Source: an optimization exercise on an open RTL-to-GDS flow (aim: small area). Production flows keep margins and buffers that such runs may drop. Where RTL was checked, it was by simulation tests only, not by an equivalence proof against the original. Function not checked in runs 1 to 3 and 5 to 8: the RTL went through the layout flow alone. In runs 7 and 8 the design's own scripts or RTL, not TritonCTS, make the clock network. The clock input has no modelled driver; a real chip could not lean on it and would need a root buffer or a full tree. Power is estimated from default activity; no workload was simulated.

<file path="design/flow/design.v">
module Scrambler(input clk, input rst, input bit_in, output scramb_bit);
	reg [6:0] state;
	wire feedback = state[6] ^ state[3];
	assign scramb_bit = bit_in ^ feedback;
	always @(posedge clk)
	begin
		if (rst)
			state <= 7'b1000000;
		else
			state <= {state[5:0], feedback};
	end
endmodule
module encoder(input clk, input rst, input en, input in_bit, input a_prev,
               output coded);
reg [5:0] state;
    wire a = in_bit ^ state[1] ^ state[2] ^ state[4] ^ state[5];
    wire b = a_prev ^ state[1] ^ state[5];
    assign coded = en ? a : b;
always @(posedge clk) begin
	if (rst)
		state <= 6'd0;
	else if (en)
		state <= {state[4:0], in_bit};
end
endmodule
module Interleaver(input clk, input in_bit, input [1:0] q, input [3:0] b,
                   input valid, output reg out_bit, output first);
    reg [15:0] d0;
    always @(posedge clk)
        d0 <= {d0[14:0], in_bit};
    assign first = d0[0];
    wire sel_s8_1 = (!b[3]);
    reg [7:0] line_s8_1;
    wire out_s8_1 = sel_s8_1 ? d0[15] : line_s8_1[7];
    wire li_s8_1 = sel_s8_1 ? line_s8_1[7] : d0[15];
    always @(posedge clk)
        line_s8_1 <= {line_s8_1[6:0], li_s8_1};
    wire sel_s8_2 = (q == 2'd0 && !b[0] && !b[1] && !b[2]) || (q == 2'd0 && !b[0] && b[1] && b[2]) || (q == 2'd0 && b[0] && b[1] && !b[2]) || (q == 2'd1 && !b[0] && !b[1] && b[2]) || (q == 2'd1 && b[0] && !b[1] && !b[2]) || (q == 2'd1 && b[0] && b[1] && b[2]) || (q == 2'd2 && !b[0] && b[1] && !b[2]) || (q == 2'd2 && b[0] && !b[1] && b[2]);
    reg [7:0] line_s8_2;
    wire out_s8_2 = sel_s8_2 ? out_s8_1 : line_s8_2[7];
    wire li_s8_2 = sel_s8_2 ? line_s8_2[7] : out_s8_1;
    always @(posedge clk)
        line_s8_2 <= {line_s8_2[6:0], li_s8_2};
    wire sel_s4_1 = (!b[2]);
    reg [3:0] line_s4_1;
    wire out_s4_1 = sel_s4_1 ? out_s8_2 : line_s4_1[3];
    wire li_s4_1 = sel_s4_1 ? line_s4_1[3] : out_s8_2;
    always @(posedge clk)
        line_s4_1 <= {line_s4_1[2:0], li_s4_1};
    wire sel_s4_2 = (q == 2'd0 && !b[0] && !b[1]) || (q == 2'd0 && b[0] && b[1]) || (q == 2'd1 && b[0] && !b[1]) || (q == 2'd2 && !b[0] && b[1]);
    reg [3:0] line_s4_2;
    wire out_s4_2 = sel_s4_2 ? out_s4_1 : line_s4_2[3];
    wire li_s4_2 = sel_s4_2 ? line_s4_2[3] : out_s4_1;
    always @(posedge clk)
        line_s4_2 <= {line_s4_2[2:0], li_s4_2};
    wire sel_s2_1 = (!b[1]);
    reg [1:0] line_s2_1;
    wire out_s2_1 = sel_s2_1 ? out_s4_2 : line_s2_1[1];
    wire li_s2_1 = sel_s2_1 ? line_s2_1[1] : out_s4_2;
    always @(posedge clk)
        line_s2_1 <= {line_s2_1[0:0], li_s2_1};
    wire sel_s2_2 = (q == 2'd0 && !b[0]) || (q == 2'd1 && b[0]);
    reg [1:0] line_s2_2;
    wire out_s2_2 = sel_s2_2 ? out_s2_1 : line_s2_2[1];
    wire li_s2_2 = sel_s2_2 ? line_s2_2[1] : out_s2_1;
    always @(posedge clk)
        line_s2_2 <= {line_s2_2[0:0], li_s2_2};
    wire sel_s1_1 = (!b[0]);
    reg line_s1_1;
    wire out_s1_1 = sel_s1_1 ? out_s2_2 : line_s1_1;
    wire li_s1_1 = sel_s1_1 ? line_s1_1 : out_s2_2;
    always @(posedge clk)
        line_s1_1 <= li_s1_1;
    wire sel_s1_2 = (q == 2'd0);
    reg line_s1_2;
    wire out_s1_2 = sel_s1_2 ? out_s1_1 : line_s1_2;
    wire li_s1_2 = sel_s1_2 ? line_s1_2 : out_s1_1;
    always @(posedge clk)
        line_s1_2 <= li_s1_2;
    reg [1:0] d1;
    always @(posedge clk)
        d1 <= {d1[0:0], out_s1_2};
    always @(posedge clk)
        out_bit <= valid & d1[1];
endmodule
module wifi_tx (
    input  wire clk,
    input  wire rst,         
    input  wire data_in,     
    output wire in_ready,
    output wire tx_bit
);
    reg [1:0] q;
    reg [3:0] b;
    reg       valid;         
    always @(posedge clk) begin
        if (rst) begin
            q     <= 2'd0;
            b     <= 4'd0;
            valid <= 1'b0;
        end else begin
            q <= q[1] ? 2'd0 : q + 2'd1;
            b <= b + 4'd1;
            if (q[1] && b == 4'd15)      
                valid <= 1'b1;
        end
    end
    assign in_ready = ~b[0];
    wire scramb_bit;
    wire coded;
    wire a_prev;
    Scrambler u_scr (
        .clk(clk), .rst(rst),
        .bit_in(data_in), .scramb_bit(scramb_bit)
    );
    encoder u_enc (
        .clk(clk), .rst(rst), .en(in_ready),
        .in_bit(scramb_bit), .a_prev(a_prev), .coded(coded)
    );
    Interleaver u_int (
        .clk(clk), .in_bit(coded), .q(q), .b(b),
        .valid(valid), .out_bit(tx_bit), .first(a_prev)
    );
endmodule
</file>
<file path="design/flow/run.sh">
#!/bin/bash
# synth_recipe.tcl (not shown) runs the flow's synth.tcl, then flattens the netlist and writes it again
# the make line also repeats each setting of config.mk as NAME=value (left out here)
make -C /OpenROAD-flow-scripts/flow DESIGN_CONFIG=/design/flow/config.mk WORK_HOME=/design/flow/orfs CLKGATE_MAP_FILE= SYNTH_SCRIPT=/design/flow/synth_recipe.tcl finish
</file>
<file path="design/flow/config.mk">
export PLATFORM = sky130hd
export DESIGN_NAME = wifi_tx
export DESIGN_NICKNAME = wifi_tx
export VERILOG_FILES = /design/flow/design.v
export SDC_FILE = /design/flow/constraint.sdc
export NUM_CORES = 4
export LEC_CHECK = 0
export CAP_MARGIN = 20
export CORE_MARGIN = 2
export CORE_UTILIZATION = 40
export CTS_BUF_LIST = sky130_fd_sc_hd__clkbuf_8
export CTS_CLUSTER_DIAMETER = 500
export CTS_CLUSTER_SIZE = 40
export SLEW_MARGIN = 20
</file>
<file path="design/flow/constraint.sdc">
create_clock -name core_clock -period 5.0 [get_ports {clk}]
set_input_delay 1.0000 -clock core_clock [delete_from_list [all_inputs] [get_ports {clk}]]
set_output_delay 1.0000 -clock core_clock [all_outputs]
set_load 0.01 [all_outputs]
</file>
==> results of run 1 <==
==> worst reg2reg max path: cells and delay by family (launching register included) <==
family	cells	cell delay, ns
AND/OR/NAND/NOR	1	0.22
AO/OA/AOI/OAI	3	0.84
multiplexers	1	0.18
flip-flops	1	0.91
==> state kept, by name, indices dropped and copies added (netlist names), 4 cells and up <==
register / count
u_int.line_s4_1: 4
u_scr.state: 7
b: 4
u_int.line_s4_2: 4
u_int.line_s8_1: 8
u_int.d0: 16
u_enc.state: 6
u_int.line_s8_2: 8
==> cell families (layout without fill, tap and decap cells) <==
| logic type | count (synthesis) | count (layout) | synth area share [%] |
|---|---|---|---|
| adder cells (fa/ha/maj) | 4 | 4 | 2.370 |
| buffers and inverters | 13 | 26 | 3.850 |
| multiplexers | 17 | 17 | 8.531 |
| AND/OR/NAND/NOR | 39 | 39 | 9.183 |
| AO/OA/AOI/OAI | 16 | 16 | 5.984 |
| flip-flops | 69 | 69 | 66.35 |
| XOR/XNOR | 9 | 9 | 3.732 |
==> final cells by class <==
class / count / area (um^2) / area share [%]
clock inverters: 4 / 45.04 / 1.884
clock buffers: 12 / 165.2 / 6.907
well taps: 70 / 87.58 / 3.663
repair buffers: 4 / 40.04 / 1.675
flip-flops and latches: 69 / 1401 / 58.61
multi-input cells: 85 / 629.4 / 26.32
inverters: 6 / 22.52 / 0.9419
==> per-stage QoR <==
| stage | instances | utilization [%] | setup WS [ns] | power (mW) | hold slack, ns |
|---|---|---|---|---|---|
| 2_1_floorplan | 167 | - | 2.805 | 0.8859 | 0.3096 |
| 3_3_place_gp | 234 | 42.70 | 2.528 | 0.9122 | 0.3098 |
| 3_5_place_dp | 234 | 42.70 | 2.522 | 0.9187 | 0.3121 |
| 4_1_cts | 250 | 46.82 | 2.126 | 1.382 | 0.3260 |
| 5_1_grt | 250 | 46.82 | 1.954 | 1.440 | 0.3276 |
| 6_report | 250 | 46.82 | 2.162 | 1.358 | 0.3261 |
==> cell usage in the layout, fill, tap and decap left out, drive strengths merged, types with 2 or more instances in the layout <==
master,n
nor2b,6
xor2,2
clkbuf,12
dfxtp,67
a31oi,2
mux2,8
inv,8
ha,4
xnor2,7
o221a,2
mux2i,9
edfxtp,2
clkdlybuf4s50,4
o21ai,3
nor3b,2
nand2,8
nor2,15
==> power breakdown <==
group          internal, mW  leakage (nW)  switching, mW
combinational        0.0888         0.269         0.0710
clock                 0.269         0.114          0.185
sequential            0.693         0.575         0.0507
total                  1.05         0.958          0.307
==> Yosys cell counts (2+ instances only) <==
master    instances
a31oi_1           2
buf_6             3
clkbuf_1          3
dfxtp_1          67
edfxtp_1          2
ha_1              4
inv_1             6
mux2_2            8
mux2i_1           9
nand2_1           8
nor2_1           15
nor2b_1           6
nor3b_1           2
o21ai_0           3
o221a_2           2
xnor2_1           7
xor2_1            2
==> metal layers <==
metal	up-vias	track usage (%)
met2	16	14.91
li1	576	-
met3	8	6.706
met4	0	6.000
met1	521	12.52
met5	-	0
==> worst paths after layout <==
path                                          start                   endpoint  slack (ns)  depth (start not counted)
worst max-delay path                b[0]$_SDFF_PP0_                   in_ready        2.16                          2
worst min-delay path            u_int.d0[5]$_DFF_P_        u_int.d0[6]$_DFF_P_        0.33                          0
worst max register to register      b[0]$_SDFF_PP0_  u_int.line_s1_1$_DFFE_PP_        2.60                          5
worst min register to register  u_int.d0[5]$_DFF_P_        u_int.d0[6]$_DFF_P_        0.33                          0
==> summary.txt, run 1 <==
status=timing/DRC/antenna clean; post-route cell area=between 0.002 and 0.0025 mm^2; Final Hold Vio Count=0; CP endpoint kind=primary output; Setup Skew=approximately 0.0030 ns; Placer Congestion=0.7565; post-cts resize count=0; CP Max Fanout=25; count of different cell masters after synthesis=35; Die Span X=~77 um; Remaining DRCs=0; uppermost routed layer=met4; CTS tree=done; worst-skew pair later-pin latency=about 0.33 ns; number of global-route vias before repair=around 1100; Site Rows=26; Area growth syn-to-layout=13.21%; Mapped Nets=174; met2 WL=1173 um; share of layout cells above drive strength 1=between 15 and 20%; Tmin final=about 2.8 ns; Area contributors post-synth=dfxtp_1 64%, mux2i_1 4.3%, mux2_2 4.3%, xnor2_1 2.9%, edfxtp_1 2.8%; RSZ-0062 raised after global routing=no; # IOs=5; Yosys warnings=4; leakage power=around 0.96 nW; TritonRoute pass-1 iters=2; post-DR vias/cell=4.484; initial antenna violation count=0; PortBufs=4; met3 routed WL=roughly 140 um; worst vdd ir=between 0.2 and 0.25 mV; Antenna diodes=0; Worst Path Class, Setup=reg2out; Post-synth EDFFs=2; Tcrit/Tclk final=between 50% and 60%; Overflow after GRT=0; pwr dens=between 500 and 600 mW/mm^2; asr flop ratio synth=0%; Slew Limit Fails=0; final setup vio count=0; wl on met1=around 1200 um; clock tree buffer depth=2; H-tree levels=3; Detailed Place HPWL=1695 um; Chip Height=roughly 77 um; Buf/Inv on CP=2; Setup TNS Final=0 ns; clock slew at reported path FFs=~0.07 ns; DR WL/cell=~10 um; Crit path largest cell delay=about 0.91 ns; antenna viol nets, final=0; Seq/Total Area, Yosys=around two thirds; kind of cell adding the most delay to the critical path=flip-flops; final WL=~2600 um; Worst Max-Slew Pin Slew=between 0.8 and 0.9 ns; Synth Instances=~170; crit-path cells=inv_1 > clkdlybuf4s50_1; pin count of the biggest net entering global routing=26; maxcap violations=0; Post-synth top flop=dfxtp_1; Hold-fix buffers, CTS=0; Post-CTS Setup Repair Bufs=0; CP startpoint kind=flop; synthesized area per cell=12.65 um^2; total core area=a little over 0.005 mm^2; crit path DAT=roughly 1.8 ns; CTS Sinks=between 60 and 70; #FFs+latches synth=69; min-delay worst type=reg2reg; Placed Area=about 0.0022 mm^2; fin nets=around 180; number of CTS-inserted buffers=9; clk root buf=clkbuf_8; DIE AREA=0.005878 mm^2; slew margin rel.=40.50%; Starting DRT DRC Count=36; Critical Path Slowest Stage Cell=dfxtp_1; maximum operating frequency=between 0.3 and 0.4 GHz; critical path required time=about 4 ns; # fillers=just under 500; GRT Util Overall=about 11%; Synth top area share=between 60 and 70%; Synth Cell Area=about 0.0021 mm^2; Initial Util=around two fifths; first-pass GRT wire length=about 4700 um; vias=1121; Synth area leader=dfxtp_1
==> run 2: changes to the inputs <==
--- a/design/flow/config.mk
+++ b/design/flow/config.mk
@@ -9,6 +9,6 @@
 export CORE_MARGIN = 2
 export CORE_UTILIZATION = 40
-export CTS_BUF_LIST = sky130_fd_sc_hd__clkbuf_8
+export CTS_BUF_LIST = sky130_fd_sc_hd__clkbuf_16
 export CTS_CLUSTER_DIAMETER = 500
-export CTS_CLUSTER_SIZE = 40
+export CTS_CLUSTER_SIZE = 70
 export SLEW_MARGIN = 20
==> summary.txt, run 2 <==
#FFs+latches synth=69 (unchanged); critical path required time=4.00 ns (about the same); Synth Cell Area=0.002112 mm^2 (unchanged); status=timing/DRC/antenna clean (unchanged); Post-synth top flop=dfxtp_1 (unchanged); leakage power=0.9878 nW (was 0.9584 nW); Tmin final=2.830 ns (was 2.838 ns); PortBufs=4 (unchanged); Overflow after GRT=0 (unchanged); DR WL/cell=10.61 um (was 10.44 um); commonest non-fill, non-tap cells in the layout=67 x dfxtp_1, 15 x nor2_1, 9 x mux2i_1, 9 x clkbuf_16 (was 67 x dfxtp_1, 15 x nor2_1, 12 x clkbuf_8, 9 x mux2i_1); final setup vio count=0 (unchanged); Worst Max-Slew Pin Slew=0.9026 ns (was 0.8912 ns); Crit path largest cell delay=0.91 ns (about the same); met1 Usage GRT=12.75% (was 12.52%); vias=1106 (was 1121); RSZ-0062 raised after global routing=no (unchanged); Area growth syn-to-layout=16.59% (was 13.21%); Setup Skew=0.003288 ns (was 0.003035 ns); share of layout cells above drive strength 1=14.44% (was 16.11%); count leader, synth=dfxtp_1 (unchanged); first-pass GRT wire length=4830 um (was 4740 um); slew margin rel.=39.74% (was 40.50%); CP startpoint kind=flop (unchanged); Chip Height=76.67 um (unchanged); total core area=0.005107 mm^2 (unchanged); Critical Path Stages=2 (unchanged); Tcrit/Tclk final=56.60% (was 56.77%); Site Rows=26 (unchanged); CP Max Fanout=25 (unchanged); clock tree buffer depth=2 (unchanged); H-tree levels=3 (unchanged); kind of cell adding the most delay to the critical path=flip-flops (unchanged); maximum operating frequency=0.3534 GHz (was 0.3523 GHz); Synth top area share=63.51% (unchanged); Comb pwr share=10.8% (was 11.8%); hold depth=0 (unchanged); post-cts resize count=0 (unchanged); min-delay worst type=reg2reg (unchanged); TritonRoute pass-1 iters=4 (was 2); antenna viol nets, final=0 (unchanged); clk root buf=clkbuf_16 (was clkbuf_8); worst-skew pair later-pin latency=0.32 ns (was 0.33 ns); pin count of the biggest net entering global routing=26 (unchanged); Initial Util=41.35% (unchanged); Synth top cells by count=67 x dfxtp_1, 15 x nor2_1, 9 x mux2i_1 (unchanged); Switching Share=22.05% (was 22.62%); Seq/Total Area, Yosys=66.35% (unchanged); Remaining DRCs=0 (unchanged); DIE AREA=0.005878 mm^2 (unchanged); CTS tree=done (unchanged); clock slew at reported path FFs=0.05 ns (was 0.07 ns); dpl ws=2.522 ns (unchanged); Antenna diodes=0 (unchanged); number of global-route vias before repair=1064 (was 1057); synthesized area per cell=12.65 um^2 (unchanged); worst vdd ir=0.2586 mV (was 0.2403 mV); Starting DRT DRC Count=54 (was 36); count of different cell masters after synthesis=35 (unchanged); final WL=2652 um (was 2610 um); crit-path cells=inv_1 > clkdlybuf4s50_1 (unchanged); GRT Util Overall=11.09% (was 10.71%); worst-case reg-to-reg path depth=5 (unchanged); most common cell after layout, fill and taps aside=dfxtp_1 (unchanged); Synth area leader=dfxtp_1 (unchanged); Mapped Nets=174 (unchanged); internal power=1.161 mW (was 1.051 mW); Synth Instances=167 (unchanged); Die Span X=76.67 um (unchanged); Largest register FFs=16 (unchanged); met2 Usage GRT=15.18% (was 14.91%); CP endpoint kind=primary output (unchanged); Post-synth EDFFs=2 (unchanged); Hold-fix buffers, CTS=0 (unchanged); Sw Pwr=0.3284 mW (was 0.3071 mW); Post-CTS Setup Repair Bufs=0 (unchanged); pwr dens=604.6 mW/mm^2 (was 567.9 mW/mm^2); post-layout worst setup margin=2.170 ns (was 2.162 ns); Worst Path Class, Setup=reg2out (unchanged); post-DR vias/cell=4.424 (was 4.484); flop-to-flop setup slack=2.59 ns (was 2.60 ns); fin nets=182 (unchanged); crit path DAT=1.83 ns (was 1.84 ns); initial antenna violation count=0 (unchanged); number of CTS-inserted buffers=9 (unchanged); Yosys warnings=4 (unchanged); CTS Sinks=69 (unchanged); Top Registers=u_int.d0: 16 flops, u_int.line_s8_1: 8 flops, u_int.line_s8_2: 8 flops (unchanged); Detailed Place HPWL=1695 um (unchanged); Top reg by flops=u_int.d0 (unchanged); Buf/Inv on CP=2 (unchanged); Placer Congestion=0.7565 (unchanged); sequential power share=50.1% (was 54.8%); Placed Area=0.002181 mm^2 (unchanged); maxcap violations=0 (unchanged); Area contributors post-synth=dfxtp_1 64%, mux2i_1 4.3%, mux2_2 4.3%, xnor2_1 2.9%, edfxtp_1 2.8% (unchanged); post-route cell area=0.002462 mm^2 (was 0.002391 mm^2); Clock Power Share=39.1% (was 33.4%); Final Hold Vio Count=0 (unchanged); # IOs=5 (unchanged); Setup TNS Final=0 ns (unchanged); Slew Limit Fails=0 (unchanged); Critical Path Slowest Stage Cell=dfxtp_1 (unchanged); met3 Use GR=7.059% (was 6.706%); global routing's busiest layer=met2 (unchanged); asr flop ratio synth=0% (unchanged)
==> run 2: worst reg2reg max path, stage by stage, from the launching register on <==
cell and delay (ns):
dfxtp_1 0.91, nand3_1 0.23, o221a_2 0.35, mux2i_1 0.18
o311ai_2 0.18, o31a_1 0.31
==> run 2: logic make-up (layout without fill, tap and decap cells) <==
logic type	Yosys count	in the layout	synth area share, %
compound gates	16	16	5.984
xor+xnor	9	9	3.732
fa+ha+maj	4	4	2.370
buf+inv	13	26	3.850
flops	69	69	66.35
mux	17	17	8.531
simple gates	39	39	9.183
==> run 2: through the flow <==
step                      total power, mW  cells  hold WS [ns]  util (%)
after floorplan                    0.8859    167        0.3096         -
after global placement             0.9122    234        0.3098     42.70
after detailed placement           0.9187    234        0.3121     42.70
after CTS                           1.513    250        0.3214     48.21
after global routing                1.573    250        0.3241     48.21
final                               1.489    250        0.3236     48.21
==> run 2: power groups by stage <==
stage	Sequential (mW)	Combinational, mW	Clock (mW)
3_5_place_dp	0.756	0.162	0
4_1_cts	0.749	0.163	0.601
6_report	0.746	0.160	0.583
2_1_floorplan	0.734	0.152	0
3_3_place_gp	0.752	0.160	0
5_1_grt	0.761	0.183	0.629
==> run 2: final timing paths <==
| check | from | endpoint |
|---|---|---|
| worst min register to register | u_int.d0[5]$_DFF_P_ | u_int.d0[6]$_DFF_P_ |
| worst min-delay path | u_int.d0[5]$_DFF_P_ | u_int.d0[6]$_DFF_P_ |
| worst max register to register | b[0]$_SDFF_PP0_ | u_int.line_s1_1$_DFFE_PP_ |
| worst max-delay path | b[0]$_SDFF_PP0_ | in_ready |
==> run 2: area by class of cell <==
type,count,area (um^2)
Clock buffer,9,225.2
Clock inverter,7,56.30
Fill cell,475,2645
Inverter,6,22.52
Multi-Input combinational cell,85,629.4
Sequential cell,69,1401
Tap cell,70,87.58
Timing Repair Buffer,4,40.04
==> run 2: routing by layer <==
layer | vias to the layer above | share of wire, % | routed length [um]
li1 | 574 | - | -
met1 | 508 | 47 | 1257
met2 | 17 | 44 | 1178
met3 | 7 | 5.6 | 149
met4 | 0 | 2.5 | 67
met5 | - | 0 | 0
==> run 3: changes to the inputs <==
--- a/design/flow/config.mk
+++ b/design/flow/config.mk
@@ -9,6 +9,4 @@
 export CORE_MARGIN = 2
 export CORE_UTILIZATION = 40
-export CTS_BUF_LIST = sky130_fd_sc_hd__clkbuf_16
-export CTS_CLUSTER_DIAMETER = 500
-export CTS_CLUSTER_SIZE = 70
+export CTS_BUF_LIST = sky130_fd_sc_hd__clkbuf_4
 export SLEW_MARGIN = 20
==> summary.txt, run 3 <==
slew margin rel.=39.38% (was 39.74%); post-route cell area=0.002308 mm^2 (was 0.002462 mm^2); final WL=2641 um (was 2652 um); # IOs=5 (unchanged); Area contributors post-synth=dfxtp_1 64%, mux2i_1 4.3%, mux2_2 4.3%, xnor2_1 2.9%, edfxtp_1 2.8% (unchanged); Post-synth top flop=dfxtp_1 (unchanged); Mapped Nets=174 (unchanged); Yosys warnings=4 (unchanged); Largest register FFs=16 (unchanged); Switching Share=24.05% (was 22.05%); vias=1104 (was 1106); Hold-fix buffers, CTS=0 (unchanged); Remaining DRCs=0 (unchanged); Buf/Inv on CP=2 (unchanged); Critical Path Slowest Stage Cell=dfxtp_1 (unchanged); Site Rows=26 (unchanged); Sw Pwr=0.2957 mW (was 0.3284 mW); clock tree buffer depth=2 (unchanged); Starting DRT DRC Count=42 (was 54); status=timing/DRC/antenna clean (unchanged); critical path required time=4.00 ns (about the same); TritonRoute pass-1 iters=4 (unchanged); Synth Cell Area=0.002112 mm^2 (unchanged); CTS Sinks=69 (unchanged); Placed Area=0.002181 mm^2 (unchanged); CP Max Fanout=25 (unchanged); #FFs+latches synth=69 (unchanged); pin count of the biggest net entering global routing=26 (unchanged); post-cts resize count=0 (unchanged); CP endpoint kind=primary output (unchanged); sequential power share=60.5% (was 50.1%); initial antenna violation count=0 (unchanged); Setup TNS Final=0 ns (unchanged); DIE AREA=0.005878 mm^2 (unchanged); pwr dens=532.7 mW/mm^2 (was 604.6 mW/mm^2); crit path DAT=1.92 ns (was 1.83 ns); fin nets=182 (unchanged); H-tree levels=3 (unchanged); Die Span X=76.67 um (unchanged); Area growth syn-to-layout=9.301% (was 16.59%); DR WL/cell=10.56 um (was 10.61 um); crit-path cells=inv_1 > clkdlybuf4s50_1 (unchanged); CTS tree=done (unchanged); count leader, synth=dfxtp_1 (unchanged); antenna viol nets, final=0 (unchanged); min-delay worst type=reg2reg (unchanged); most common cell after layout, fill and taps aside=dfxtp_1 (unchanged); total core area=0.005107 mm^2 (unchanged); PortBufs=4 (unchanged); Post-synth EDFFs=2 (unchanged); placed cells=234 (unchanged); number of CTS-inserted buffers=9 (unchanged); CP startpoint kind=flop (unchanged); Detailed Place HPWL=1695 um (unchanged); maxcap violations=0 (unchanged); RSZ-0062 raised after global routing=no (unchanged); share of layout cells above drive strength 1=15.00% (was 14.44%); Clock Power Share=26.4% (was 39.1%); Overflow after GRT=0 (unchanged); Slew Limit Fails=0 (unchanged); count of different cell masters after synthesis=35 (unchanged); Tcrit/Tclk final=58.49% (was 56.60%); Top reg by flops=u_int.d0 (unchanged); worst vdd ir=0.2434 mV (was 0.2586 mV); Worst Max-Slew Pin Slew=0.9081 ns (was 0.9026 ns); number of global-route vias before repair=1049 (was 1064); clock slew at reported path FFs=0.10 ns (was 0.05 ns); clk root buf=clkbuf_4 (was clkbuf_16); Seq/Total Area, Yosys=66.35% (unchanged); Top Registers=u_int.d0: 16 flops, u_int.line_s8_1: 8 flops, u_int.line_s8_2: 8 flops (unchanged); leakage power=0.9175 nW (was 0.9878 nW); Worst Path Class, Setup=reg2out (unchanged); maximum operating frequency=0.3420 GHz (was 0.3534 GHz); Setup Skew=0.007363 ns (was 0.003288 ns); total power=1.230 mW (was 1.489 mW); final setup vio count=0 (unchanged); internal power=0.9340 mW (was 1.161 mW); Tmin final=2.924 ns (was 2.830 ns); post-DR vias/cell=4.416 (was 4.424); Placer Congestion=0.7565 (unchanged); first-pass GRT wire length=4740 um (was 4830 um); Crit path largest cell delay=0.93 ns (was 0.91 ns); Synth top cells by count=67 x dfxtp_1, 15 x nor2_1, 9 x mux2i_1 (unchanged); Initial Util=41.35% (unchanged); synthesized area per cell=12.65 um^2 (unchanged); Antenna diodes=0 (unchanged); commonest non-fill, non-tap cells in the layout=67 x dfxtp_1, 15 x nor2_1, 10 x clkbuf_4, 9 x mux2i_1 (was 67 x dfxtp_1, 15 x nor2_1, 9 x mux2i_1, 9 x clkbuf_16); Synth Instances=167 (unchanged); asr flop ratio synth=0% (unchanged); Chip Height=76.67 um (unchanged); Synth area leader=dfxtp_1 (unchanged); Non-Filler Instances=250 (unchanged); Comb pwr share=13.0% (was 10.8%); Final Hold Vio Count=0 (unchanged); worst-skew pair later-pin latency=0.40 ns (was 0.32 ns); kind of cell adding the most delay to the critical path=flip-flops (unchanged); GRT Util Overall=10.81% (was 11.09%); Post-CTS Setup Repair Bufs=0 (unchanged); Synth top area share=63.51% (unchanged)
run 3: cell types whose count changed in the layout (fill, tap and decap cells not counted):
cell       previous run  this run
clkbuf_16             9         0
clkbuf_4              0        10
inv_1                 7         6
run 3: cell type report:
type                    instances  area (um^2)
multi-input cells              85        629.4
clock buffers                  10        75.07
fillers                       494         2799
well taps                      70        87.58
repair buffers                  4        40.04
inverters                       6        22.52
flip-flops and latches         69         1401
clock inverters                 6        52.55
run 3: cell families (layout without fill, tap and decap cells):
logic type               Yosys count  count (layout)  synth area share, %
AO/OA/AOI/OAI                     16              16                5.984
AND/OR/NAND/NOR                   39              39                9.183
buffers and inverters             13              26                3.850
XOR/XNOR                           9               9                3.732
multiplexers                      17              17                8.531
adder cells (fa/ha/maj)            4               4                2.370
flip-flops                        69              69                66.35
run 3: final timing paths:
check / startpoint / end / slack, ns / depth (start not counted)
hold / removal: u_int.d0[5]$_DFF_P_ / u_int.d0[6]$_DFF_P_ / 0.33 / 0
setup / recovery: b[0]$_SDFF_PP0_ / in_ready / 2.08 / 2
hold reg to reg: u_int.d0[5]$_DFF_P_ / u_int.d0[6]$_DFF_P_ / 0.33 / 0
setup reg to reg: b[0]$_SDFF_PP0_ / u_int.line_s1_1$_DFFE_PP_ / 2.58 / 5
run 3: metrics by stage:
step,util (%),hold WS [ns],setup WS [ns]
floorplan,-,0.3096,2.805
global placement,42.70,0.3098,2.528
detailed placement,42.70,0.3121,2.522
CTS,45.20,0.3314,2.040
global route,45.20,0.3293,1.855
finish,45.20,0.3267,2.076
run 3: power by group through the flow:
| stage | combinational (mW) | sequential [mW] | clock, mW |
|---|---|---|---|
| after floorplan | 0.152 | 0.734 | 0 |
| after global placement | 0.160 | 0.752 | 0 |
| after detailed placement | 0.162 | 0.756 | 0 |
| after CTS | 0.164 | 0.747 | 0.341 |
| after global routing | 0.182 | 0.760 | 0.369 |
| final | 0.160 | 0.744 | 0.325 |
run 3: per-layer routing:
metal / track usage (%) / wire, um / up-vias / share of wire (%)
met5: 0 / 0 / - / 0
met4: 4.909 / 45 / 0 / 1.7
met2: 15.18 / 1208 / 17 / 46
met3: 7.765 / 146 / 6 / 5.5
li1: - / - / 575 / -
met1: 12.36 / 1240 / 506 / 47
==> run 4: changes to the inputs <==
--- a/design/flow/design.v
+++ b/design/flow/design.v
@@ -3,5 +3,5 @@
 	wire feedback = state[6] ^ state[3];
 	assign scramb_bit = bit_in ^ feedback;
-	always @(posedge clk)
+	always @(posedge clk, posedge rst)
 	begin
 		if (rst)
@@ -17,5 +17,5 @@
     wire b = a_prev ^ state[1] ^ state[5];
     assign coded = en ? a : b;
-always @(posedge clk) begin
+always @(posedge clk, posedge rst) begin
 	if (rst)
 		state <= 6'd0;
@@ -94,5 +94,5 @@
     reg [3:0] b;
     reg       valid;         
-    always @(posedge clk) begin
+    always @(posedge clk, posedge rst) begin
         if (rst) begin
             q     <= 2'd0;
--- a/design/flow/config.mk
+++ b/design/flow/config.mk
@@ -9,4 +9,3 @@
 export CORE_MARGIN = 2
 export CORE_UTILIZATION = 40
-export CTS_BUF_LIST = sky130_fd_sc_hd__clkbuf_4
 export SLEW_MARGIN = 20
==> summary.txt, run 4 <==
status=timing/DRC/antenna clean (unchanged); Switching Share=20.68% (was 24.05%); Chip Height=77.27 um (was 76.67 um); critical path required time=4.00 ns (about the same); Tmin final=2.902 ns (was 2.924 ns); CP Max Fanout=23 (was 25); H-tree levels=3 (unchanged); Remaining DRCs=0 (unchanged); Worst Max-Slew Pin Slew=0.7651 ns (was 0.9081 ns); #FFs+latches synth=69 (unchanged); internal power=0.9516 mW (was 0.9340 mW); Synth Instances=151 (was 167); RSZ-0062 raised after global routing=no (unchanged); Synth top cells by count=47 x dfxtp_1, 19 x dfrtp_1, 10 x mux2_2 (was 67 x dfxtp_1, 15 x nor2_1, 9 x mux2i_1); hold depth=0 (unchanged); GRT Util Overall=11.41% (was 10.81%); Initial Util=41.77% (was 41.35%); Placed Area=0.002236 mm^2 (was 0.002181 mm^2); CTS tree=done (unchanged); Antenna diodes=0 (unchanged); # fillers=474 (was 494); Hold-fix buffers, CTS=0 (unchanged); worst-skew pair later-pin latency=0.33 ns (was 0.40 ns); final setup vio count=0 (unchanged); worst vdd ir=0.1931 mV (was 0.2434 mV); asr flop ratio synth=28.99% (was 0%); Synth area leader=dfxtp_1 (unchanged); leakage power=1.015 nW (was 0.9175 nW); fin nets=163 (was 182); initial antenna violation count=0 (unchanged); Post-synth EDFFs=2 (unchanged); first-pass GRT wire length=5037 um (was 4740 um); Synth Cell Area=0.002147 mm^2 (was 0.002112 mm^2); clock tree buffer depth=2 (unchanged); antenna viol nets, final=0 (unchanged); Tcrit/Tclk final=58.05% (was 58.49%); Site Rows=26 (unchanged); slew margin rel.=48.99% (was 39.38%); dpl ws=2.477 ns (was 2.522 ns); clock slew at reported path FFs=0.07 ns (was 0.10 ns); Die Span X=77.27 um (was 76.67 um); share of layout cells above drive strength 1=20.12% (was 15.00%); Yosys warnings=4 (unchanged); worst reg2reg path startpoint=b[0]$_DFF_PP0_ (was b[0]$_SDFF_PP0_); Top reg by flops=u_int.d0 (unchanged); most common cell after layout, fill and taps aside=dfxtp_1 (unchanged); CTS Sinks=69 (unchanged); final WL=2828 um (was 2641 um); count leader, synth=dfxtp_1 (unchanged); worst-case reg-to-reg path depth=5 (unchanged); pwr dens=492.0 mW/mm^2 (was 532.7 mW/mm^2); min-delay worst type=reg2reg (unchanged); PortBufs=4 (unchanged); number of CTS-inserted buffers=9 (unchanged); Detailed Place HPWL=1709 um (was 1695 um); Post-CTS Setup Repair Bufs=0 (unchanged); Starting DRT DRC Count=33 (was 42); Comb pwr share=4.4% (was 13.0%); Area growth syn-to-layout=13.58% (was 9.301%); Mapped Nets=155 (was 174); DIE AREA=0.005970 mm^2 (was 0.005878 mm^2); pin count of the biggest net entering global routing=24 (was 26); sequential power share=58.1% (was 60.5%); Worst Path Class, Setup=reg2out (unchanged); post-layout worst setup margin=2.098 ns (was 2.076 ns); Final Hold Vio Count=0 (unchanged); Clock Power Share=37.4% (was 26.4%); Largest register FFs=16 (unchanged); vias=1064 (was 1104); Slew Limit Fails=0 (unchanged); Area contributors post-synth=dfxtp_1 44%, dfrtp_1 22%, mux2_2 5.2%, xnor2_1 2.9%, edfxtp_1 2.8% (was dfxtp_1 64%, mux2i_1 4.3%, mux2_2 4.3%, xnor2_1 2.9%, edfxtp_1 2.8%); Synth top area share=43.82% (was 63.51%); CP startpoint kind=flop (unchanged); r2r endpoint=u_int.line_s1_2$_DFFE_PP_ (was u_int.line_s1_1$_DFFE_PP_); # IOs=5 (unchanged); CP endpoint kind=primary output (unchanged); Setup Skew=0.002641 ns (was 0.007363 ns); Placer Congestion=0.7253 (was 0.7565); clk root buf=clkbuf_8 (was clkbuf_4); Sw Pwr=0.2481 mW (was 0.2957 mW); total core area=0.005140 mm^2 (was 0.005107 mm^2); commonest non-fill, non-tap cells in the layout=47 x dfxtp_1, 19 x dfrtp_1, 11 x clkbuf_8, 10 x mux2_2, 7 x xnor2_1 (was 67 x dfxtp_1, 15 x nor2_1, 10 x clkbuf_4, 9 x mux2i_1); synthesized area per cell=14.22 um^2 (was 12.65 um^2); Post-synth top flop=dfxtp_1 (unchanged); Overflow after GRT=0 (unchanged); maxcap violations=0 (unchanged); post-DR vias/cell=4.547 (was 4.416); number of global-route vias before repair=1051 (was 1049); maximum operating frequency=0.3446 GHz (was 0.3420 GHz); flop-to-flop setup slack=2.71 ns (was 2.58 ns); Seq/Total Area, Yosys=69.99% (was 66.35%); Hold EP=u_int.line_s8_2[4]$_DFF_P_ (was u_int.d0[6]$_DFF_P_); post-route cell area=0.002439 mm^2 (was 0.002308 mm^2); Top Registers=u_int.d0: 16 flops, u_int.line_s8_1: 8 flops, u_int.line_s8_2: 8 flops (unchanged); crit path DAT=1.90 ns (was 1.92 ns); hold path start=u_int.line_s8_2[3]$_DFF_P_ (was u_int.d0[5]$_DFF_P_); TritonRoute pass-1 iters=4 (unchanged); count of different cell masters after synthesis=40 (was 35); DR WL/cell=12.09 um (was 10.56 um); Setup TNS Final=0 ns (unchanged); post-cts resize count=0 (unchanged)
## run 4: how the worst max path moves through the flow
stage / start / to / depth (start not counted)
6_report: b[0]$_DFF_PP0_ / in_ready / 2
3_3_place_gp: b[0]$_DFF_PP0_ / in_ready / 2
4_1_cts: b[0]$_DFF_PP0_ / in_ready / 2
3_5_place_dp: b[0]$_DFF_PP0_ / in_ready / 2
2_1_floorplan: b[0]$_DFF_PP0_ / u_int.line_s1_2$_DFFE_PP_ / 5
5_1_grt: b[0]$_DFF_PP0_ / in_ready / 2
## run 4: area by class of cell
cell class | instances | area [um^2] | area share, %
multi-input combinational | 70 | 586.8 | 24.06
tap | 70 | 87.58 | 3.592
sequential | 69 | 1503 | 61.62
timing repair buffer | 4 | 40.04 | 1.642
clock inverter | 3 | 43.79 | 1.796
clock buffer | 13 | 158.9 | 6.516
inverter | 5 | 18.77 | 0.7696
## run 4: cell families after synthesis
group	Yosys count	synth area share [%]
flip-flops	69	69.99
adder cells (fa/ha/maj)	1	0.5827
XOR/XNOR	11	4.487
AO/OA/AOI/OAI	17	6.644
AND/OR/NAND/NOR	25	6.877
buffers and inverters	12	2.681
multiplexers	16	8.741
## run 4: power groups by stage
stage                     Combinational [mW]  Clock, mW  Sequential (mW)
after CTS                             0.0547      0.465            0.700
after detailed placement              0.0544          0            0.708
after global placement                0.0528          0            0.707
after global routing                  0.0617      0.494            0.711
final                                 0.0532      0.449            0.697
after floorplan                       0.0450          0            0.696
## run 4: critical path, stage by stage, from the launching register on
cell	delay [ns]
dfrtp_1	0.84
inv_1	0.20
clkdlybuf4s50_1	0.53
## run 4: metrics by stage
stage,instances,hold slack (ns),util [%],power [mW]
5_1_grt,234,0.3304,47.44,1.266
6_report,234,0.3279,47.44,1.200
4_1_cts,234,0.3287,47.44,1.220
3_3_place_gp,218,0.3104,43.50,0.7597
3_5_place_dp,218,0.3132,43.50,0.7625
2_1_floorplan,151,0.3096,-,0.7409
## run 4: metal layers
metal	wire, um	global-route usage, %	vias to the layer above
met5	0	0	-
met4	57	5.357	0
met3	169	7.059	7
met2	1216	16.09	18
met1	1384	13.66	514
li1	-	-	525
==> run 5: changes to the inputs <==
--- a/design/flow/design.v
+++ b/design/flow/design.v
@@ -3,5 +3,5 @@
 	wire feedback = state[6] ^ state[3];
 	assign scramb_bit = bit_in ^ feedback;
-	always @(posedge clk, posedge rst)
+	always @(posedge clk)
 	begin
 		if (rst)
@@ -17,5 +17,5 @@
     wire b = a_prev ^ state[1] ^ state[5];
     assign coded = en ? a : b;
-always @(posedge clk, posedge rst) begin
+always @(posedge clk) begin
 	if (rst)
 		state <= 6'd0;
@@ -94,5 +94,5 @@
     reg [3:0] b;
     reg       valid;         
-    always @(posedge clk, posedge rst) begin
+    always @(posedge clk) begin
         if (rst) begin
             q     <= 2'd0;
==> design/flow/flow/run.sh (new file) <==
#!/bin/bash
# The standard layout, except that the clock tree is a single clock buffer
# driving every register (see cts_single.tcl), and the ports are buffered
# with the smallest buffer.
set -euo pipefail
here=$(pwd)
export CTS_GROUPS=4
export CTS_CELL=sky130_fd_sc_hd__clkbuf_8
export PRE_CTS_TCL="$here/flow/cts_single.tcl"
export BUFFER_PORTS_ARGS="-buffer_cell sky130_fd_sc_hd__buf_1"
bash standard.sh > "$here/standard.log" 2>&1
==> design/flow/flow/cts_single.tcl (new file) <==
# Sourced by ORFS's cts.tcl just before it runs clock_tree_synthesis: replace
# that command with a flat clock tree. The clock pins are split into
# CTS_GROUPS groups by location (k-means), and each group gets one buffer of
# type CTS_CELL, driven straight from the clock port and placed at the
# middle of its group (the detailed placement that follows in cts.tcl
# legalises it).
set cts_groups 4
set cts_cell sky130_fd_sc_hd__clkbuf_8
if { [info exists ::env(CTS_GROUPS)] } { set cts_groups $::env(CTS_GROUPS) }
if { [info exists ::env(CTS_CELL)] } { set cts_cell $::env(CTS_CELL) }

rename clock_tree_synthesis orfs_clock_tree_synthesis
proc clock_tree_synthesis { args } {
  global cts_groups cts_cell
  set block [ord::get_db_block]
  set clk_port [lindex [get_property [lindex [all_clocks] 0] sources] 0]
  set clk_net [$block findNet [get_full_name $clk_port]]
  set master [[ord::get_db] findMaster $cts_cell]

  set sinks {}
  foreach it [$clk_net getITerms] {
    set loc [[$it getInst] getLocation]
    lappend sinks [list $it [lindex $loc 0] [lindex $loc 1]]
  }
  set n [llength $sinks]
  set k $cts_groups
  # k-means, seeded with sinks spread along the sorted x order
  set sorted [lsort -integer -index 1 $sinks]
  set cx {}
  set cy {}
  for { set g 0 } { $g < $k } { incr g } {
    set s [lindex $sorted [expr {int(($g + 0.5) * $n / $k)}]]
    lappend cx [lindex $s 1]
    lappend cy [lindex $s 2]
  }
  for { set iter 0 } { $iter < 50 } { incr iter } {
    set assign {}
    foreach s $sinks {
      set best 0
      set bd -1
      for { set g 0 } { $g < $k } { incr g } {
        set d [expr {abs([lindex $s 1] - [lindex $cx $g]) + abs([lindex $s 2] - [lindex $cy $g])}]
        if { $bd < 0 || $d < $bd } { set bd $d; set best $g }
      }
      lappend assign $best
    }
    for { set g 0 } { $g < $k } { incr g } {
      set sx 0; set sy 0; set m 0
      foreach s $sinks a $assign {
        if { $a == $g } {
          set sx [expr {$sx + [lindex $s 1]}]
          set sy [expr {$sy + [lindex $s 2]}]
          incr m
        }
      }
      if { $m > 0 } {
        lset cx $g [expr {$sx / $m}]
        lset cy $g [expr {$sy / $m}]
      }
    }
  }
  for { set g 0 } { $g < $k } { incr g } {
    set buf [odb::dbInst_create $block $master clkbuf_root_$g]
    set net [odb::dbNet_create $block clk_root_$g]
    $net setSigType CLOCK
    set m 0
    foreach s $sinks a $assign {
      if { $a == $g } {
        set it [lindex $s 0]
        $it disconnect
        $it connect $net
        incr m
      }
    }
    [$buf findITerm A] connect $clk_net
    [$buf findITerm X] connect $net
    $buf setLocation [lindex $cx $g] [lindex $cy $g]
    $buf setPlacementStatus PLACED
    puts "cts_single: clkbuf_root_$g ($cts_cell) drives $m clock pins"
  }
  set_propagated_clock [all_clocks]
}
==> design/flow/standard.sh (new file) <==
#!/bin/bash
# synth_recipe.tcl (not shown) runs the flow's synth.tcl, then flattens the netlist and writes it again
# the make line also repeats each setting of config.mk as NAME=value (left out here)
make -C /OpenROAD-flow-scripts/flow DESIGN_CONFIG=/design/flow/config.mk WORK_HOME=/design/flow/orfs CLKGATE_MAP_FILE= SYNTH_SCRIPT=/design/flow/synth_recipe.tcl "${@:-finish}"
removed: design/flow/run.sh
==> summary.txt, run 5 <==
status=aborted with a tool error (was timing/DRC/antenna clean); Fail Step=4_1_cts; Log Error=Error: cts.tcl, 36 can't read "cts_cell": no such variable; Placer Congestion=0.8095 (was 0.7253); count of different cell masters after synthesis=35 (was 40); Synth Cell Area=0.002112 mm^2 (was 0.002147 mm^2); Initial Util=41.35% (was 41.77%); Yosys warnings=4 (unchanged); synthesized area per cell=12.65 um^2 (was 14.22 um^2); Detailed Place HPWL=1736 um (was 1709 um); Placed Area=0.002156 mm^2 (was 0.002236 mm^2); Synth top area share=63.51% (was 43.82%); Seq/Total Area, Yosys=66.35% (was 69.99%); placed cells=234 (was 218); Mapped Nets=174 (was 155); PortBufs=4 (unchanged); Synth top cells by count=67 x dfxtp_1, 15 x nor2_1, 9 x mux2i_1 (was 47 x dfxtp_1, 19 x dfrtp_1, 10 x mux2_2); Die Span X=76.67 um (was 77.27 um); Synth Instances=167 (was 151); #FFs+latches synth=69 (unchanged); dpl ws=2.589 ns (was 2.477 ns); asr flop ratio synth=0% (was 28.99%); Post-synth EDFFs=2 (unchanged); Chip Height=76.67 um (was 77.27 um); # IOs=5 (unchanged); Post-synth top flop=dfxtp_1 (unchanged); Synth area leader=dfxtp_1 (unchanged); Area contributors post-synth=dfxtp_1 64%, mux2i_1 4.3%, mux2_2 4.3%, xnor2_1 2.9%, edfxtp_1 2.8% (was dfxtp_1 44%, dfrtp_1 22%, mux2_2 5.2%, xnor2_1 2.9%, edfxtp_1 2.8%); count leader, synth=dfxtp_1 (unchanged); Site Rows=26 (unchanged)
==> run 5: cell types whose count changed after synthesis, sizes merged, moves of 3 or more <==
cell   change
dfxtp     +20
mux2       -5
mux2i      +6
ha         +3
nor2b      +3
nor2      +10
dfrtp     -19
nand2      +3
==> run 5: cells by family after synthesis <==
group / after synthesis / share of synthesized area (%)
buffers and inverters: 13 / 3.850
AND/OR/NAND/NOR: 39 / 9.183
multiplexers: 17 / 8.531
AO/OA/AOI/OAI: 16 / 5.984
flip-flops: 69 / 66.35
adder cells (fa/ha/maj): 4 / 2.370
XOR/XNOR: 9 / 3.732
==> run 5: power by group through the flow <==
stage	sequential (mW)	combinational, mW	clock [mW]
2_1_floorplan	0.734	0.152	0
3_3_place_gp	0.752	0.158	0
3_5_place_dp	0.755	0.164	0
==> run 5: worst min-delay path by stage <==
stage | start | end | slack [ns] | depth (start not counted)
2_1_floorplan | u_int.d0[9]$_DFF_P_ | u_int.d0[10]$_DFF_P_ | 0.31 | 0
3_3_place_gp | u_int.line_s4_2[2]$_DFF_P_ | u_int.line_s4_2[3]$_DFF_P_ | 0.31 | 0
3_5_place_dp | u_int.line_s8_2[6]$_DFF_P_ | u_int.line_s8_2[7]$_DFF_P_ | 0.31 | 0
==> run 6: changes to the inputs <==
--- a/design/flow/flow/run.sh
+++ b/design/flow/flow/run.sh
@@ -5,6 +5,6 @@
 set -euo pipefail
 here=$(pwd)
-export CTS_GROUPS=4
-export CTS_CELL=sky130_fd_sc_hd__clkbuf_8
+export CTS_GROUPS=3
+export CTS_CELL=sky130_fd_sc_hd__clkbuf_16
 export PRE_CTS_TCL="$here/flow/cts_single.tcl"
 export BUFFER_PORTS_ARGS="-buffer_cell sky130_fd_sc_hd__buf_1"
==> summary.txt, run 6 <==
Die Span X=76.67 um (unchanged); Site Rows=26 (unchanged); count of different cell masters after synthesis=35 (unchanged); Detailed Place HPWL=1736 um (unchanged); asr flop ratio synth=0% (unchanged); Fail Step=4_1_cts (unchanged); Synth Cell Area=0.002112 mm^2 (unchanged); Synth top area share=63.51% (unchanged); count leader, synth=dfxtp_1 (unchanged); placed cells=234 (unchanged); synthesized area per cell=12.65 um^2 (unchanged); Placer Congestion=0.8095 (unchanged); Log Error=Error: cts.tcl, 36 can't read "cts_cell": no such variable (unchanged); Area contributors post-synth=dfxtp_1 64%, mux2i_1 4.3%, mux2_2 4.3%, xnor2_1 2.9%, edfxtp_1 2.8% (unchanged); Synth Instances=167 (unchanged); Seq/Total Area, Yosys=66.35% (unchanged); Post-synth top flop=dfxtp_1 (unchanged); status=aborted with a tool error (unchanged); # IOs=5 (unchanged); Mapped Nets=174 (unchanged); Synth top cells by count=67 x dfxtp_1, 15 x nor2_1, 9 x mux2i_1 (unchanged); Initial Util=41.35% (unchanged); Post-synth EDFFs=2 (unchanged); Placed Area=0.002156 mm^2 (unchanged); Synth area leader=dfxtp_1 (unchanged); #FFs+latches synth=69 (unchanged); Yosys warnings=4 (unchanged); Chip Height=76.67 um (unchanged); PortBufs=4 (unchanged)
run 6: cell counts after synthesis:
Identical to the previous run, type by type.
run 6: worst min path at each step:
stage / start / endpoint / slack, ns / depth (start not counted)
floorplan: u_int.d0[9]$_DFF_P_ / u_int.d0[10]$_DFF_P_ / 0.31 / 0
global placement: u_int.line_s4_2[2]$_DFF_P_ / u_int.line_s4_2[3]$_DFF_P_ / 0.31 / 0
detailed placement: u_int.line_s8_2[6]$_DFF_P_ / u_int.line_s8_2[7]$_DFF_P_ / 0.31 / 0
run 6: power groups by stage:
stage	clock network [mW]	logic, mW	registers (mW)
floorplan	0	0.152	0.734
global placement	0	0.158	0.752
detailed placement	0	0.164	0.755
run 6: per-stage QoR:
step           setup WS [ns]  util, %  power (mW)
2_1_floorplan          2.805        -      0.8859
3_3_place_gp           2.652    42.21      0.9107
3_5_place_dp           2.589    42.21      0.9184
run 6: cell families after synthesis:
family	share of synthesized area, %
and+or+nand+nor	9.183
buffers and inverters	3.850
xor gates and xnor gates	3.732
muxes	8.531
adders and majority gates	2.370
DFF	66.35
AOI/OAI and AO/OA	5.984
==> run 7: changes to the inputs <==
--- a/design/flow/design.v
+++ b/design/flow/design.v
@@ -11,23 +11,21 @@
 	end
 endmodule
-module encoder(input clk, input rst, input en, input in_bit, input a_prev,
-               output coded);
-reg [5:0] state;
-    wire a = in_bit ^ state[1] ^ state[2] ^ state[4] ^ state[5];
-    wire b = a_prev ^ state[1] ^ state[5];
-    assign coded = en ? a : b;
-always @(posedge clk) begin
-	if (rst)
-		state <= 6'd0;
-	else if (en)
-		state <= {state[4:0], in_bit};
-end
+module encoder(input en, input in_bit, input [13:0] hist, output coded);
+    wire common = hist[3] ^ hist[4] ^ hist[11] ^ hist[12];
+    assign coded = common ^ (en ? (in_bit ^ hist[8] ^ hist[13])
+                                : (hist[0] ^ hist[2] ^ hist[5] ^ hist[6] ^ hist[9]));
 endmodule
-module Interleaver(input clk, input in_bit, input [1:0] q, input [3:0] b,
-                   input valid, output reg out_bit, output first);
+module Interleaver(input clk, input rst, input in_bit, input [1:0] q,
+                   input [3:0] b, input valid, output reg out_bit,
+                   output [13:0] hist);
     reg [15:0] d0;
+    always @(posedge clk, posedge rst)
+        if (rst)
+            d0[13:0] <= 14'd0;
+        else
+            d0[13:0] <= {d0[12:0], in_bit};
     always @(posedge clk)
-        d0 <= {d0[14:0], in_bit};
-    assign first = d0[0];
+        d0[15:14] <= d0[14:13];
+    assign hist = d0[13:0];
     wire sel_s8_1 = (!b[3]);
     reg [7:0] line_s8_1;
@@ -109,5 +107,5 @@
     wire scramb_bit;
     wire coded;
-    wire a_prev;
+    wire [13:0] hist;
     Scrambler u_scr (
         .clk(clk), .rst(rst),
@@ -115,10 +113,9 @@
     );
     encoder u_enc (
-        .clk(clk), .rst(rst), .en(in_ready),
-        .in_bit(scramb_bit), .a_prev(a_prev), .coded(coded)
+        .en(in_ready), .in_bit(scramb_bit), .hist(hist), .coded(coded)
     );
     Interleaver u_int (
-        .clk(clk), .in_bit(coded), .q(q), .b(b),
-        .valid(valid), .out_bit(tx_bit), .first(a_prev)
+        .clk(clk), .rst(rst), .in_bit(coded), .q(q), .b(b),
+        .valid(valid), .out_bit(tx_bit), .hist(hist)
     );
 endmodule
--- a/design/flow/flow/run.sh
+++ b/design/flow/flow/run.sh
@@ -5,6 +5,6 @@
 set -euo pipefail
 here=$(pwd)
-export CTS_GROUPS=3
-export CTS_CELL=sky130_fd_sc_hd__clkbuf_16
+export CTS_GROUPS=4
+export CTS_CELL=sky130_fd_sc_hd__clkbuf_8
 export PRE_CTS_TCL="$here/flow/cts_single.tcl"
 export BUFFER_PORTS_ARGS="-buffer_cell sky130_fd_sc_hd__buf_1"
--- a/design/flow/flow/cts_single.tcl
+++ b/design/flow/flow/cts_single.tcl
@@ -5,12 +5,11 @@
 # middle of its group (the detailed placement that follows in cts.tcl
 # legalises it).
-set cts_groups 4
-set cts_cell sky130_fd_sc_hd__clkbuf_8
-if { [info exists ::env(CTS_GROUPS)] } { set cts_groups $::env(CTS_GROUPS) }
-if { [info exists ::env(CTS_CELL)] } { set cts_cell $::env(CTS_CELL) }
-
-rename clock_tree_synthesis orfs_clock_tree_synthesis
-proc clock_tree_synthesis { args } {
-  global cts_groups cts_cell
+# (This file is sourced inside a proc, hence the global names.)
+rename ::clock_tree_synthesis ::orfs_clock_tree_synthesis
+proc ::clock_tree_synthesis { args } {
+  set cts_groups 4
+  set cts_cell sky130_fd_sc_hd__clkbuf_8
+  if { [info exists ::env(CTS_GROUPS)] } { set cts_groups $::env(CTS_GROUPS) }
+  if { [info exists ::env(CTS_CELL)] } { set cts_cell $::env(CTS_CELL) }
   set block [ord::get_db_block]
   set clk_port [lindex [get_property [lindex [all_clocks] 0] sources] 0]
==> summary.txt, run 7 <==
status=timing/DRC/antenna clean (was aborted with a tool error); count leader, synth=dfxtp_1 (unchanged); final setup vio count=0; final WL=between 2000 and 3000 um; maximum operating frequency=0.4572 GHz; DIE AREA=~0.0056 mm^2; worst-case reg-to-reg path depth=5; CP startpoint kind=flop; FF+latch area=~0.0014 mm^2; maxcap violations=0; PortBufs=4 (unchanged); Top reg by flops=u_int.d0; CP endpoint kind=flop; Multi-input gate area=around 600 um^2; most common cell after layout, fill and taps aside=dfxtp_1; Mapped Nets=163 (was 174); pin count of the biggest net entering global routing=21; Seq/Total Area, Yosys=67.80% (was 66.35%); Synth top cells by count=47 x dfxtp_1, 14 x dfrtp_1, 9 x xnor2_1 (was 67 x dfxtp_1, 15 x nor2_1, 9 x mux2i_1); Remaining DRCs=0; Synth area leader=dfxtp_1 (unchanged); minimum hold slack=about 0.33 ns; RSZ-0062 raised after global routing=no; Overflow after GRT=0; Tmin final=~2.2 ns; Die Span X=74.59 um (was 76.67 um); hold path start=u_int.line_s2_1[0]$_DFF_P_; Site Rows=25 (was 26); Initial Util=41.92% (was 41.35%); Placer Congestion=0.8794 (was 0.8095); Slew Limit Fails=0; total core area=around 0.0048 mm^2; pwr dens=slightly below 600 mW/mm^2; # IOs=5 (unchanged); crit-path cells=xor2_1 > nor2_1 > o31a_1 > a221oi_2 > o21ai_0; Area contributors post-synth=dfxtp_1 47%, dfrtp_1 18%, xnor2_1 4.0%, edfxtp_1 3.0%, ha_1 2.5% (was dfxtp_1 64%, mux2i_1 4.3%, mux2_2 4.3%, xnor2_1 2.9%, edfxtp_1 2.8%); synthesized area per cell=12.78 um^2 (was 12.65 um^2); critical path required time=approximately 5 ns; flop-to-flop setup slack=around 2.8 ns; vias=about 1100; asr flop ratio synth=22.22% (was 0%); Post-CTS Setup Repair Bufs=0; first-pass GRT wire length=4912 um; # fillers=between 400 and 500; count of different cell masters after synthesis=37 (was 35); Worst Path Class, Setup=reg2reg; slew margin rel.=58.26%; min-delay worst type=reg2reg; Synth Cell Area=0.001993 mm^2 (was 0.002112 mm^2); leakage power=0.8622 nW; Starting DRT DRC Count=26; GRT Util Overall=10.90%; fin nets=roughly 170; Antenna diodes=0; number of global-route vias before repair=between 1000 and 1500; Critical Path Slowest Stage Cell=dfxtp_1; worst-skew pair later-pin latency=0.16 ns; worst reg2reg path startpoint=b[0]$_SDFF_PP0_; Crit path largest cell delay=approximately 0.74 ns; clock slew at reported path FFs=approximately 0.11 ns; Chip Height=74.59 um (was 76.67 um); crit path DAT=roughly 2.1 ns; Post-synth top flop=dfxtp_1 (unchanged); Worst Max-Slew Pin Slew=between 0.6 and 0.7 ns; Yosys warnings=3 (was 4); Post-synth EDFFs=2 (unchanged); Final Hold Vio Count=0; post-DR vias/cell=4.674; Hold EP=u_int.line_s2_1[1]$_DFF_P_; initial antenna violation count=0; r2r endpoint=u_int.line_s1_2$_DFFE_PP_; Largest register FFs=16; Setup Skew=between 0.03 and 0.04 ns; CP Max Fanout=18; antenna viol nets, final=0; Detailed Place HPWL=1870 um (was 1736 um); Setup TNS Final=0 ns; Synth Instances=156 (was 167); commonest non-fill, non-tap cells in the layout=47 x dfxtp_1, 14 x dfrtp_1, 9 x xnor2_1, 8 x nor2_1; #FFs+latches synth=63 (was 69); post-cts resize count=0; hold depth=0; Area growth syn-to-layout=6.905%; Synth top area share=47.21% (was 63.51%); Top Registers=u_int.d0: 16 flops, u_int.line_s8_1: 8 flops, u_int.line_s8_2: 8 flops; DR WL/cell=~12 um; share of layout cells above drive strength 1=a little under 7%; Hold-fix buffers, CTS=0; worst vdd ir=approximately 0.3 mV; TritonRoute pass-1 iters=4; Tcrit/Tclk final=roughly 44%
## run 7: worst max-delay path by stage
stage	start	end	slack, ns	cells past startpoint
6_report	b[0]$_SDFF_PP0_	u_int.line_s1_2$_DFFE_PP_	2.81	5
5_1_grt	b[0]$_SDFF_PP0_	u_int.line_s1_2$_DFFE_PP_	2.67	5
4_1_cts	b[0]$_SDFF_PP0_	u_int.line_s1_2$_DFFE_PP_	2.82	5
3_5_place_dp	rst	q[1]$_SDFF_PP0_	2.76	3
3_3_place_gp	rst	q[1]$_SDFF_PP0_	2.86	3
2_1_floorplan	data_in	u_int.d0[0]$_DFF_PP0_	3.10	5
## run 7: area by class of cell
class,count,share of cell area [%]
Timing Repair Buffer,4,0.7046
Tap cell,67,3.934
Buffer,4,2.584
Sequential cell,63,63.42
Inverter,7,1.233
Multi-Input combinational cell,82,28.13
## run 7: where the power goes
group	internal, mW	switching (mW)
sequential	0.683	0.0862
combinational	0.154	0.138
clock	0.0738	0.114
## run 7: cell families after synthesis
group / share of synthesized area (%)
xor+xnor: 6.842
compound gates: 9.102
flops: 67.80
fa+ha+maj: 2.511
simple gates: 8.913
mux: 2.699
buf+inv: 2.134
## run 7: routing by layer
layer  vias to the layer above  GRT usage (%)  share of wire (%)
met5                         -              0                  0
met4                         0          2.778                3.3
met1                       508          14.95                 48
li1                        528              -                  -
met3                         8          1.626                4.0
met2                        17          18.19                 45
## run 7: stage by stage
step                utilization, %  total power [mW]  instances  area (um^2)  worst slack [ns]
floorplan                        -            0.9966        156         1993             3.103
global placement             43.66             1.048        223         2076             2.860
detailed placement           43.66             1.068        223         2076             2.761
CTS                          44.82             1.259        227         2131             2.818
global route                 44.82             1.325        227         2131             2.674
finish                       44.82             1.249        227         2131             2.813
## run 7: critical path, delay by kind of cell (launching register included)
| kind | cells | cell delay [ns] |
|---|---|---|
| xor+xnor | 1 | 0.29 |
| compound gates | 3 | 0.76 |
| simple gates | 1 | 0.10 |
| flops | 1 | 0.74 |
==> run 8: changes to the inputs <==
--- a/design/flow/flow/run.sh
+++ b/design/flow/flow/run.sh
@@ -5,6 +5,6 @@
 set -euo pipefail
 here=$(pwd)
-export CTS_GROUPS=4
-export CTS_CELL=sky130_fd_sc_hd__clkbuf_8
+export CTS_GROUPS=3
+export CTS_CELL=sky130_fd_sc_hd__clkbuf_16
 export PRE_CTS_TCL="$here/flow/cts_single.tcl"
 export BUFFER_PORTS_ARGS="-buffer_cell sky130_fd_sc_hd__buf_1"
==> summary.txt, run 8 <==
Hold-fix buffers, CTS=0 (unchanged); Worst Setup SP=b[0]$_SDFF_PP0_ (unchanged); DIE AREA=0.005564 mm^2 (unchanged); maximum operating frequency=0.4651 GHz (was 0.4572 GHz); Final Hold Vio Count=0 (unchanged); minimum hold slack=0.3224 ns (was 0.3266 ns); Die Span X=74.59 um (unchanged); CP startpoint kind=flop (unchanged); Tmin final=2.150 ns (was 2.187 ns); Post-synth EDFFs=2 (unchanged); Slew Limit Fails=0 (unchanged); total core area=0.004755 mm^2 (unchanged); GRT Util Overall=10.71% (was 10.90%); first-pass GRT wire length=4809 um (was 4912 um); Area contributors post-synth=dfxtp_1 47%, dfrtp_1 18%, xnor2_1 4.0%, edfxtp_1 3.0%, ha_1 2.5% (unchanged); Util after Layout=45.24% (was 44.82%); CP Max Fanout=18 (unchanged); Synth Cell Area=0.001993 mm^2 (unchanged); hold path start=u_int.line_s8_2[1]$_DFF_P_ (was u_int.line_s2_1[0]$_DFF_P_); Yosys warnings=3 (unchanged); Crit path largest cell delay=0.71 ns (was 0.74 ns); PortBufs=4 (unchanged); post-cts resize count=0 (unchanged); Placer Congestion=0.8794 (unchanged); RSZ-0062 raised after global routing=no (unchanged); #FFs+latches synth=63 (unchanged); Chip Height=74.59 um (unchanged); clock slew at reported path FFs=0.09 ns (was 0.11 ns); Antenna diodes=0 (unchanged); fin nets=168 (was 169); Tcrit/Tclk final=43.01% (was 43.75%); Synth top cells by count=47 x dfxtp_1, 14 x dfrtp_1, 9 x xnor2_1 (unchanged); Remaining DRCs=0 (unchanged); Area growth syn-to-layout=7.909% (was 6.905%); Detailed Place HPWL=1870 um (unchanged); asr flop ratio synth=22.22% (unchanged); Synth area leader=dfxtp_1 (unchanged); leakage power=0.8704 nW (was 0.8622 nW); Top reg by flops=u_int.d0 (unchanged); final setup vio count=0 (unchanged); # IOs=5 (unchanged); Top Registers=u_int.d0: 16 flops, u_int.line_s8_1: 8 flops, u_int.line_s8_2: 8 flops (unchanged); DR WL/cell=11.90 um (was 12.30 um); Worst Max-Slew Pin Slew=0.6020 ns (was 0.6253 ns); pwr dens=593.7 mW/mm^2 (was 586.0 mW/mm^2); Seq/Total Area, Yosys=67.80% (unchanged); Starting DRT DRC Count=37 (was 26); critical path required time=4.89 ns (was 4.87 ns); worst-skew pair later-pin latency=0.15 ns (was 0.16 ns); status=timing/DRC/antenna clean (unchanged); crit path DAT=2.04 ns (was 2.06 ns); slew margin rel.=59.82% (was 58.26%); Critical Path Slowest Stage Cell=dfxtp_1 (unchanged); worst reg2reg path startpoint=b[0]$_SDFF_PP0_ (unchanged); antenna viol nets, final=0 (unchanged); total power=1.277 mW (was 1.249 mW); count leader, synth=dfxtp_1 (unchanged); count of different cell masters after synthesis=37 (unchanged); Post-synth top flop=dfxtp_1 (unchanged); Worst Path Class, Setup=reg2reg (unchanged); Synth top area share=47.21% (unchanged); Critical Path Stages=5 (unchanged); share of layout cells above drive strength 1=6.289% (was 6.875%); Post-CTS Setup Repair Bufs=0 (unchanged); vias=1044 (was 1061); pin count of the biggest net entering global routing=25 (was 21); Overflow after GRT=0 (unchanged); post-DR vias/cell=4.619 (was 4.674); commonest non-fill, non-tap cells in the layout=47 x dfxtp_1, 14 x dfrtp_1, 9 x xnor2_1, 8 x nor2_1 (unchanged); number of global-route vias before repair=1052 (was 1068); most common cell after layout, fill and taps aside=dfxtp_1 (unchanged); crit-path cells=xor2_1 > nor2_1 > o31a_1 > a221oi_2 > o31ai_1 (was xor2_1 > nor2_1 > o31a_1 > a221oi_2 > o21ai_0); worst vdd ir=0.3084 mV (was 0.2989 mV); TritonRoute pass-1 iters=4 (unchanged); Synth Instances=156 (unchanged); initial antenna violation count=0 (unchanged); Setup Skew=0.01502 ns (was 0.03620 ns); Buf/Inv on CP=0 (unchanged); min-delay worst type=reg2reg (unchanged); hold depth=0 (unchanged); maxcap violations=0 (unchanged); final WL=2689 um (was 2792 um); Setup TNS Final=0 ns (unchanged); CP endpoint kind=flop (unchanged); Mapped Nets=163 (unchanged); Initial Util=41.92% (unchanged); worst-case reg-to-reg path depth=5 (unchanged); Largest register FFs=16 (unchanged); synthesized area per cell=12.78 um^2 (unchanged); Site Rows=25 (unchanged); kind of cell adding the most delay to the critical path=compound AO/OA/AOI/OAI gates (unchanged)
-- run 8: report_power, final --
group,switching [mW],total [mW],internal [mW]
clock network,0.114,0.222,0.109
registers,0.0845,0.767,0.683
logic,0.134,0.287,0.154
-- run 8: kinds of logic (layout without fill, tap and decap cells) --
kind of cell / after synthesis / after routing / share of synthesized area, %
xor gates and xnor gates: 14 / 14 / 6.842
AOI/OAI and AO/OA: 26 / 26 / 9.102
DFF: 63 / 63 / 67.80
and+or+nand+nor: 33 / 33 / 8.913
buffers and inverters: 11 / 14 / 2.134
muxes: 5 / 5 / 2.699
adders and majority gates: 4 / 4 / 2.511
-- run 8: area by class of cell --
class,count,area (um^2)
buffer,3,75.07
fill,461,2604
inverter,7,26.28
multi-input combinational,82,599.3
sequential,63,1351
tap,67,83.83
timing repair buffer,4,15.01
-- run 8: through the flow --
step	instances	instance area (um^2)	setup WS, ns
final	226	2151	2.850
after global routing	226	2151	2.692
after CTS	226	2151	2.863
after detailed placement	223	2076	2.761
after global placement	223	2076	2.860
after floorplan	156	1993	3.103
-- run 8: worst paths after layout --
check | to | slack, ns
max | u_int.line_s1_1$_DFFE_PP_ | 2.85
min | u_int.line_s8_2[2]$_DFF_P_ | 0.32
max reg2reg | u_int.line_s1_1$_DFFE_PP_ | 2.85
min reg2reg | u_int.line_s8_2[2]$_DFF_P_ | 0.32
max in group asynchronous | u_int.d0[3]$_DFF_PP0_ | 3.54
min in group asynchronous | u_int.d0[2]$_DFF_PP0_ | 1.11
-- run 8: per-layer routing --
| metal | vias to the layer above | track usage [%] | wire (um) |
|---|---|---|---|
| li1 | 527 | - | - |
| met3 | 5 | 1.762 | 92 |
| met5 | - | 0 | 0 |
| met1 | 503 | 15.03 | 1308 |
| met2 | 9 | 17.40 | 1208 |
| met4 | 0 | 2.579 | 80 |

static timing again, ports no longer ideal:
Ports are ideal in the flow. The routed layouts listed here were re-timed in OpenROAD. Step 1: set_driving_cell puts a clkbuf_16 on clk and a buf_2 on each other input, an assumption about the parent block. Step 2 adds t to the input delays and takes it off the output delays; t is the mean of the earliest and latest rising clock arrival at the registers after step 1. Input paths then give back, and output paths get back, about the clock's delay inside the block. Slacks: ideal ports / drivers / drivers and shift; pairs: ideal ports / drivers.
run | t, ns | setup slack, ns | worst register clock-pin slew, ns | worst data-port slew with drivers (ns) | pins driven straight from the clock port
run 1 | 0.358 | 2.162 / 2.136 / 2.494 | 0.07 / 0.07 | 0.03 | 1
run 2 | 0.353 | 2.170 / 2.138 / 2.491 | 0.05 / 0.05 | 0.03 | 1
run 3 | 0.415 | 2.076 / 2.051 / 2.467 | 0.10 / 0.10 | 0.03 | 1
run 4 | 0.357 | 2.098 / 2.070 / 2.428 | 0.07 / 0.07 | 0.03 | 1
run 7 | 0.201 | 2.813 / 2.813 / 2.813 | 0.11 / 0.11 | 0.03 | 4
run 8 | 0.201 | 2.850 / 2.850 / 2.800 | 0.09 / 0.09 | 0.03 | 3
After both steps setup and hold are still met in every run listed. The setup slack of run 8, which loses most, moves by 0.000 ns with the drivers and by -0.050 ns with both steps.
